This design comes from an exercise in tuning for small area on the open sky130 flow, not from production work. In this exercise RTL edits were held to simulation tests only and were not proved equivalent to the original. Power and IR drop assume default switching activity.

==> 04-14 <==
==> flow/design.v <==
`timescale 1ns/1ps
module cajero_atm #(
    parameter INTENTOS_MAX = 3
)(
    input  wire        clk,
    input  wire        reset,
    input  wire        tarjeta_recibida,
    input  wire [3:0]  digito,
    input  wire        digito_stb,
    input  wire [15:0] pin_correcto,
    input  wire        tipo_trans,
    input  wire [31:0] monto,
    input  wire        monto_stb,
    input  wire [63:0] balance_inicial,
    output wire [63:0] balance_actualizado,
    output wire        balance_stb,
    output wire        entregar_dinero,
    output wire        fondos_insuficientes,
    output wire        pin_incorrecto,
    output wire        advertencia,
    output wire        bloqueo,
    output wire [3:0]  estado_actual,
    output wire [15:0] pin_ingresado_out
);
    reg [3:0]  estado;
    reg [3:0]  sig_estado;
    reg [15:0] pin_ingresado;
    reg [2:0]  dig_cnt;
    reg [1:0]  intentos;
    reg        digito_stb_d;
    reg [31:0] monto_reg;
    reg        monto_ready;
    reg [63:0] balance_actual;
    reg        tarjeta_r;
    assign estado_actual     = estado;
    assign pin_ingresado_out = pin_ingresado;
    wire s1 = (estado == 4'd1);
    wire s2 = (estado == 4'd2);
    wire s3 = (estado == 4'd3);
    wire s5 = (estado == 4'd5);
    wire s6 = (estado == 4'd6);
    wire s7 = (estado == 4'd7);
    wire s8 = (estado == 4'd8);
    wire rise    = tarjeta_recibida & ~tarjeta_r;
    wire dig_wr  = s1 & digito_stb & ~digito_stb_d;
    wire pin_ok  = (pin_ingresado == pin_correcto);
    wire        sub   = s7 & tipo_trans;
    wire [31:0] opnd  = monto_reg ^ {32{tipo_trans}};
    wire        cin   = tipo_trans;
    wire [31:0] lo;       
    wire [31:0] s0;
    wire [8:0] cb;
    assign cb[0] = cin;
    wire [4:0] r0;
    assign r0[0] = cin;
    assign s0[0] = balance_actual[0] ^ opnd[0] ^ r0[0];
    assign r0[1] = (balance_actual[0] & opnd[0]) | (r0[0] & (balance_actual[0] | opnd[0]));
    assign s0[1] = balance_actual[1] ^ opnd[1] ^ r0[1];
    assign r0[2] = (balance_actual[1] & opnd[1]) | (r0[1] & (balance_actual[1] | opnd[1]));
    assign s0[2] = balance_actual[2] ^ opnd[2] ^ r0[2];
    assign r0[3] = (balance_actual[2] & opnd[2]) | (r0[2] & (balance_actual[2] | opnd[2]));
    assign s0[3] = balance_actual[3] ^ opnd[3] ^ r0[3];
    assign r0[4] = (balance_actual[3] & opnd[3]) | (r0[3] & (balance_actual[3] | opnd[3]));
    assign lo[3:0] = s0[3:0];
    assign cb[1] = r0[4];
    wire [4:0] r1;
    assign r1[0] = 1'b0;
    assign s0[4] = balance_actual[4] ^ opnd[4] ^ r1[0];
    assign r1[1] = (balance_actual[4] & opnd[4]) | (r1[0] & (balance_actual[4] | opnd[4]));
    assign s0[5] = balance_actual[5] ^ opnd[5] ^ r1[1];
    assign r1[2] = (balance_actual[5] & opnd[5]) | (r1[1] & (balance_actual[5] | opnd[5]));
    assign s0[6] = balance_actual[6] ^ opnd[6] ^ r1[2];
    assign r1[3] = (balance_actual[6] & opnd[6]) | (r1[2] & (balance_actual[6] | opnd[6]));
    assign s0[7] = balance_actual[7] ^ opnd[7] ^ r1[3];
    assign r1[4] = (balance_actual[7] & opnd[7]) | (r1[3] & (balance_actual[7] | opnd[7]));
    wire [4:0] t1;
    assign t1[0] = cb[1];
    assign lo[4] = s0[4] ^ t1[0];
    assign t1[1] = s0[4] & t1[0];
    assign lo[5] = s0[5] ^ t1[1];
    assign t1[2] = s0[5] & t1[1];
    assign lo[6] = s0[6] ^ t1[2];
    assign t1[3] = s0[6] & t1[2];
    assign lo[7] = s0[7] ^ t1[3];
    assign t1[4] = s0[7] & t1[3];
    assign cb[2] = r1[4] | (cb[1] & (&s0[7:4]));
    wire [4:0] r2;
    assign r2[0] = 1'b0;
    assign s0[8] = balance_actual[8] ^ opnd[8] ^ r2[0];
    assign r2[1] = (balance_actual[8] & opnd[8]) | (r2[0] & (balance_actual[8] | opnd[8]));
    assign s0[9] = balance_actual[9] ^ opnd[9] ^ r2[1];
    assign r2[2] = (balance_actual[9] & opnd[9]) | (r2[1] & (balance_actual[9] | opnd[9]));
    assign s0[10] = balance_actual[10] ^ opnd[10] ^ r2[2];
    assign r2[3] = (balance_actual[10] & opnd[10]) | (r2[2] & (balance_actual[10] | opnd[10]));
    assign s0[11] = balance_actual[11] ^ opnd[11] ^ r2[3];
    assign r2[4] = (balance_actual[11] & opnd[11]) | (r2[3] & (balance_actual[11] | opnd[11]));
    wire [4:0] t2;
    assign t2[0] = cb[2];
    assign lo[8] = s0[8] ^ t2[0];
    assign t2[1] = s0[8] & t2[0];
    assign lo[9] = s0[9] ^ t2[1];
    assign t2[2] = s0[9] & t2[1];
    assign lo[10] = s0[10] ^ t2[2];
    assign t2[3] = s0[10] & t2[2];
    assign lo[11] = s0[11] ^ t2[3];
    assign t2[4] = s0[11] & t2[3];
    assign cb[3] = r2[4] | (cb[2] & (&s0[11:8]));
    wire [4:0] r3;
    assign r3[0] = 1'b0;
    assign s0[12] = balance_actual[12] ^ opnd[12] ^ r3[0];
    assign r3[1] = (balance_actual[12] & opnd[12]) | (r3[0] & (balance_actual[12] | opnd[12]));
    assign s0[13] = balance_actual[13] ^ opnd[13] ^ r3[1];
    assign r3[2] = (balance_actual[13] & opnd[13]) | (r3[1] & (balance_actual[13] | opnd[13]));
    assign s0[14] = balance_actual[14] ^ opnd[14] ^ r3[2];
    assign r3[3] = (balance_actual[14] & opnd[14]) | (r3[2] & (balance_actual[14] | opnd[14]));
    assign s0[15] = balance_actual[15] ^ opnd[15] ^ r3[3];
    assign r3[4] = (balance_actual[15] & opnd[15]) | (r3[3] & (balance_actual[15] | opnd[15]));
    wire [4:0] t3;
    assign t3[0] = cb[3];
    assign lo[12] = s0[12] ^ t3[0];
    assign t3[1] = s0[12] & t3[0];
    assign lo[13] = s0[13] ^ t3[1];
    assign t3[2] = s0[13] & t3[1];
    assign lo[14] = s0[14] ^ t3[2];
    assign t3[3] = s0[14] & t3[2];
    assign lo[15] = s0[15] ^ t3[3];
    assign t3[4] = s0[15] & t3[3];
    assign cb[4] = r3[4] | (cb[3] & (&s0[15:12]));
    wire [4:0] r4;
    assign r4[0] = 1'b0;
    assign s0[16] = balance_actual[16] ^ opnd[16] ^ r4[0];
    assign r4[1] = (balance_actual[16] & opnd[16]) | (r4[0] & (balance_actual[16] | opnd[16]));
    assign s0[17] = balance_actual[17] ^ opnd[17] ^ r4[1];
    assign r4[2] = (balance_actual[17] & opnd[17]) | (r4[1] & (balance_actual[17] | opnd[17]));
    assign s0[18] = balance_actual[18] ^ opnd[18] ^ r4[2];
    assign r4[3] = (balance_actual[18] & opnd[18]) | (r4[2] & (balance_actual[18] | opnd[18]));
    assign s0[19] = balance_actual[19] ^ opnd[19] ^ r4[3];
    assign r4[4] = (balance_actual[19] & opnd[19]) | (r4[3] & (balance_actual[19] | opnd[19]));
    wire [4:0] t4;
    assign t4[0] = cb[4];
    assign lo[16] = s0[16] ^ t4[0];
    assign t4[1] = s0[16] & t4[0];
    assign lo[17] = s0[17] ^ t4[1];
    assign t4[2] = s0[17] & t4[1];
    assign lo[18] = s0[18] ^ t4[2];
    assign t4[3] = s0[18] & t4[2];
    assign lo[19] = s0[19] ^ t4[3];
    assign t4[4] = s0[19] & t4[3];
    assign cb[5] = r4[4] | (cb[4] & (&s0[19:16]));
    wire [4:0] r5;
    assign r5[0] = 1'b0;
    assign s0[20] = balance_actual[20] ^ opnd[20] ^ r5[0];
    assign r5[1] = (balance_actual[20] & opnd[20]) | (r5[0] & (balance_actual[20] | opnd[20]));
    assign s0[21] = balance_actual[21] ^ opnd[21] ^ r5[1];
    assign r5[2] = (balance_actual[21] & opnd[21]) | (r5[1] & (balance_actual[21] | opnd[21]));
    assign s0[22] = balance_actual[22] ^ opnd[22] ^ r5[2];
    assign r5[3] = (balance_actual[22] & opnd[22]) | (r5[2] & (balance_actual[22] | opnd[22]));
    assign s0[23] = balance_actual[23] ^ opnd[23] ^ r5[3];
    assign r5[4] = (balance_actual[23] & opnd[23]) | (r5[3] & (balance_actual[23] | opnd[23]));
    wire [4:0] t5;
    assign t5[0] = cb[5];
    assign lo[20] = s0[20] ^ t5[0];
    assign t5[1] = s0[20] & t5[0];
    assign lo[21] = s0[21] ^ t5[1];
    assign t5[2] = s0[21] & t5[1];
    assign lo[22] = s0[22] ^ t5[2];
    assign t5[3] = s0[22] & t5[2];
    assign lo[23] = s0[23] ^ t5[3];
    assign t5[4] = s0[23] & t5[3];
    assign cb[6] = r5[4] | (cb[5] & (&s0[23:20]));
    wire [4:0] r6;
    assign r6[0] = 1'b0;
    assign s0[24] = balance_actual[24] ^ opnd[24] ^ r6[0];
    assign r6[1] = (balance_actual[24] & opnd[24]) | (r6[0] & (balance_actual[24] | opnd[24]));
    assign s0[25] = balance_actual[25] ^ opnd[25] ^ r6[1];
    assign r6[2] = (balance_actual[25] & opnd[25]) | (r6[1] & (balance_actual[25] | opnd[25]));
    assign s0[26] = balance_actual[26] ^ opnd[26] ^ r6[2];
    assign r6[3] = (balance_actual[26] & opnd[26]) | (r6[2] & (balance_actual[26] | opnd[26]));
    assign s0[27] = balance_actual[27] ^ opnd[27] ^ r6[3];
    assign r6[4] = (balance_actual[27] & opnd[27]) | (r6[3] & (balance_actual[27] | opnd[27]));
    wire [4:0] t6;
    assign t6[0] = cb[6];
    assign lo[24] = s0[24] ^ t6[0];
    assign t6[1] = s0[24] & t6[0];
    assign lo[25] = s0[25] ^ t6[1];
    assign t6[2] = s0[25] & t6[1];
    assign lo[26] = s0[26] ^ t6[2];
    assign t6[3] = s0[26] & t6[2];
    assign lo[27] = s0[27] ^ t6[3];
    assign t6[4] = s0[27] & t6[3];
    assign cb[7] = r6[4] | (cb[6] & (&s0[27:24]));
    wire [4:0] r7;
    assign r7[0] = 1'b0;
    assign s0[28] = balance_actual[28] ^ opnd[28] ^ r7[0];
    assign r7[1] = (balance_actual[28] & opnd[28]) | (r7[0] & (balance_actual[28] | opnd[28]));
    assign s0[29] = balance_actual[29] ^ opnd[29] ^ r7[1];
    assign r7[2] = (balance_actual[29] & opnd[29]) | (r7[1] & (balance_actual[29] | opnd[29]));
    assign s0[30] = balance_actual[30] ^ opnd[30] ^ r7[2];
    assign r7[3] = (balance_actual[30] & opnd[30]) | (r7[2] & (balance_actual[30] | opnd[30]));
    assign s0[31] = balance_actual[31] ^ opnd[31] ^ r7[3];
    assign r7[4] = (balance_actual[31] & opnd[31]) | (r7[3] & (balance_actual[31] | opnd[31]));
    wire [4:0] t7;
    assign t7[0] = cb[7];
    assign lo[28] = s0[28] ^ t7[0];
    assign t7[1] = s0[28] & t7[0];
    assign lo[29] = s0[29] ^ t7[1];
    assign t7[2] = s0[29] & t7[1];
    assign lo[30] = s0[30] ^ t7[2];
    assign t7[3] = s0[30] & t7[2];
    assign lo[31] = s0[31] ^ t7[3];
    assign t7[4] = s0[31] & t7[3];
    assign cb[8] = r7[4] | (cb[7] & (&s0[31:28]));
    wire c32 = cb[8];
    wire [31:0] hi;
    wire [32:0] h;
    assign h[0] = s7 & (c32 ^ tipo_trans);
    genvar gi;
    generate
        for (gi = 0; gi < 32; gi = gi + 1) begin : g_hi
            assign hi[gi]  = balance_actual[32+gi] ^ h[gi];
            assign h[gi+1] = h[gi] & (balance_actual[32+gi] ^ sub);
        end
    endgenerate
    wire [63:0] suma = {hi, s7 ? lo : balance_actual[31:0]};
    assign balance_actualizado = suma;
    wire ge = (|balance_actual[63:32]) | c32;
    assign balance_stb          = s7;
    assign entregar_dinero      = sub;
    assign fondos_insuficientes = s6;
    assign pin_incorrecto       = s2 & ~pin_ok;
    assign advertencia          = s2 & ~pin_ok & (intentos == 2'd1);
    assign bloqueo              = s8;
    always @(*) begin
        sig_estado = estado;
        case (estado)
            4'd0: if (tarjeta_recibida) sig_estado = 4'd1;
            4'd1: if (dig_cnt == 3'd4) sig_estado = 4'd2;
            4'd2: if (pin_ok) sig_estado = 4'd3;
                  else if (intentos == 2'd2) sig_estado = 4'd8;
                  else sig_estado = 4'd1;
            4'd3: sig_estado = 4'd4;
            4'd4: if (monto_ready) sig_estado = 4'd5;
            4'd5: if (!tipo_trans || ge) sig_estado = 4'd7;
                  else sig_estado = 4'd6;
            4'd6: sig_estado = 4'd0;
            4'd7: sig_estado = 4'd0;
            default: ;
        endcase
    end
    always @(posedge clk) begin
        digito_stb_d <= digito_stb;
        if (monto_stb)
            monto_reg <= monto;
    end
    always @(posedge clk or posedge reset) begin
        if (reset) begin
            estado         <= 4'd0;
            dig_cnt        <= 3'd0;
            pin_ingresado  <= 16'd0;
            intentos       <= 2'd0;
            tarjeta_r      <= 1'b0;
            monto_ready    <= 1'b0;
            balance_actual <= 64'd0;
        end else begin
            estado    <= sig_estado;
            tarjeta_r <= tarjeta_recibida;
            if (rise) begin
                pin_ingresado <= 16'd0;
                dig_cnt       <= 3'd0;
            end
            if (dig_wr) begin
                case (dig_cnt)
                    3'd0: pin_ingresado[15:12] <= digito;
                    3'd1: pin_ingresado[11:8]  <= digito;
                    3'd2: pin_ingresado[7:4]   <= digito;
                    3'd3: pin_ingresado[3:0]   <= digito;
                    default: ;
                endcase
                dig_cnt <= dig_cnt + 3'd1;
            end
            balance_actual <= (rise & ~s7) ? balance_inicial : suma;
            if (monto_stb)
                monto_ready <= 1'b1;
            if (s7)
                monto_ready <= 1'b0;
            if (s2 & ~pin_ok & (intentos != 2'd2))
                intentos <= intentos + 2'd1;
            else if (s3)
                intentos <= 2'd0;
        end
    end
endmodule
==> flow/flow/run.sh <==
#!/bin/bash
set -euo pipefail
export BUFFER_PORTS_ARGS="-buffer_cell sky130_fd_sc_hd__buf_1"
export CTS_ARGS="-sink_clustering_enable -repair_clock_nets -buf_list sky130_fd_sc_hd__clkbuf_8 -dont_use_dummy_load"
bash standard.sh synth > synth.log 2>&1
bash standard.sh finish > layout.log 2>&1
==> flow/standard.sh <==
#!/bin/bash
# synth_recipe.tcl (not shown) runs the flow's synth.tcl, then flattens the netlist and writes it again
# the make line also repeats each setting of config.mk as NAME=value (left out here)
make -C /OpenROAD-flow-scripts/flow DESIGN_CONFIG=/design/flow/config.mk WORK_HOME=/design/flow/orfs CLKGATE_MAP_FILE= SYNTH_SCRIPT=/design/flow/synth_recipe.tcl "${@:-finish}"
==> flow/config.mk <==
export PLATFORM = sky130hd
export DESIGN_NAME = cajero_atm
export DESIGN_NICKNAME = cajero_atm
export VERILOG_FILES = /design/flow/design.v
export SDC_FILE = /design/flow/constraint.sdc
export NUM_CORES = 4
export LEC_CHECK = 0
export ABC_AREA = 1
export CAP_MARGIN = 20
export CORE_MARGIN = 2
export CORE_UTILIZATION = 40
export SLEW_MARGIN = 20
==> flow/constraint.sdc <==
create_clock -name core_clock -period 10.0 [get_ports {clk}]
set_input_delay 2.0000 -clock core_clock [delete_from_list [all_inputs] [get_ports {clk}]]
set_output_delay 2.0000 -clock core_clock [all_outputs]
set_load 0.01 [all_outputs]
==> 12-09: changes against 04-14 <==
--- a/flow/design.v
+++ b/flow/design.v
@@ -216,8 +216,14 @@
     assign h[0] = s7 & (c32 ^ tipo_trans);
     genvar gi;
+    wire [32:0] ones, zeros;
+    assign ones[0] = 1'b1;
+    assign zeros[0] = 1'b1;
+    wire h_inc = h[0] & ~tipo_trans;
+    wire h_dec = h[0] & tipo_trans;
     generate
         for (gi = 0; gi < 32; gi = gi + 1) begin : g_hi
-            assign hi[gi]  = balance_actual[32+gi] ^ h[gi];
-            assign h[gi+1] = h[gi] & (balance_actual[32+gi] ^ sub);
+            assign ones[gi+1]  = ones[gi] & balance_actual[32+gi];
+            assign zeros[gi+1] = zeros[gi] & ~balance_actual[32+gi];
+            assign hi[gi] = balance_actual[32+gi] ^ ((h_inc & ones[gi]) | (h_dec & zeros[gi]));
         end
     endgenerate
CORE_UTILIZATION = 55   (was 40)
==> summary.txt <==
- 04-14 finished with timing, DRC and antenna clean. 12-09 ran to the end with no violations.
- In 04-14 the final cell count is higher than in 12-09, by about 9%.
- In 12-09 the core utilization is higher than in 04-14, by 18 points.
- In 12-09 the sequential share of layout area is higher than in 04-14, by 0.59 points.
- Of 04-14 and 12-09, 04-14 has the higher clock power (gap about 2%, measured against 12-09).
- Combinational power: 12-09 is lower than 04-14 (about 2%).
- Design area: 04-14 is higher than 12-09 (about 1.7%).
- Of 12-09 and 04-14, 12-09 has the higher setup slack (gap 0.29 ns).
- Against 04-14, the total power of 12-09 is smaller by 0.82%.
- Against 04-14, the area after synthesis of 12-09 is smaller by about 1.2%.

[what the ideal ports hide]
How much do the figures lean on ideal ports? The routed layouts below were timed once more, with nothing changed but the port constraints. Step 1 (the two cells are an assumption about what drives the block):
set clk [get_ports {clk}]
set_driving_cell -lib_cell sky130_fd_sc_hd__clkbuf_16 $clk
set_driving_cell -lib_cell sky130_fd_sc_hd__buf_2 [delete_from_list [all_inputs] $clk]
Step 2 also shifts input and output timing later by t, the mid clock arrival at the registers, as if the neighbouring blocks saw the same clock. a / b / c = ideal / step 1 / step 2; a / b = the first two.
run	t, ns	setup slack, ns	worst setup path after step 2	worst data-port slew with drivers (ns)
04-14	0.467	0.996 / 0.959 / 0.959	input to output	0.05
12-09	0.472	1.283 / 1.230 / 1.230	input to output	0.07
After both steps setup and hold are still met in every run listed. The setup slack of 12-09, which loses most, moves by -0.053 ns with the drivers and by -0.053 ns with both steps.
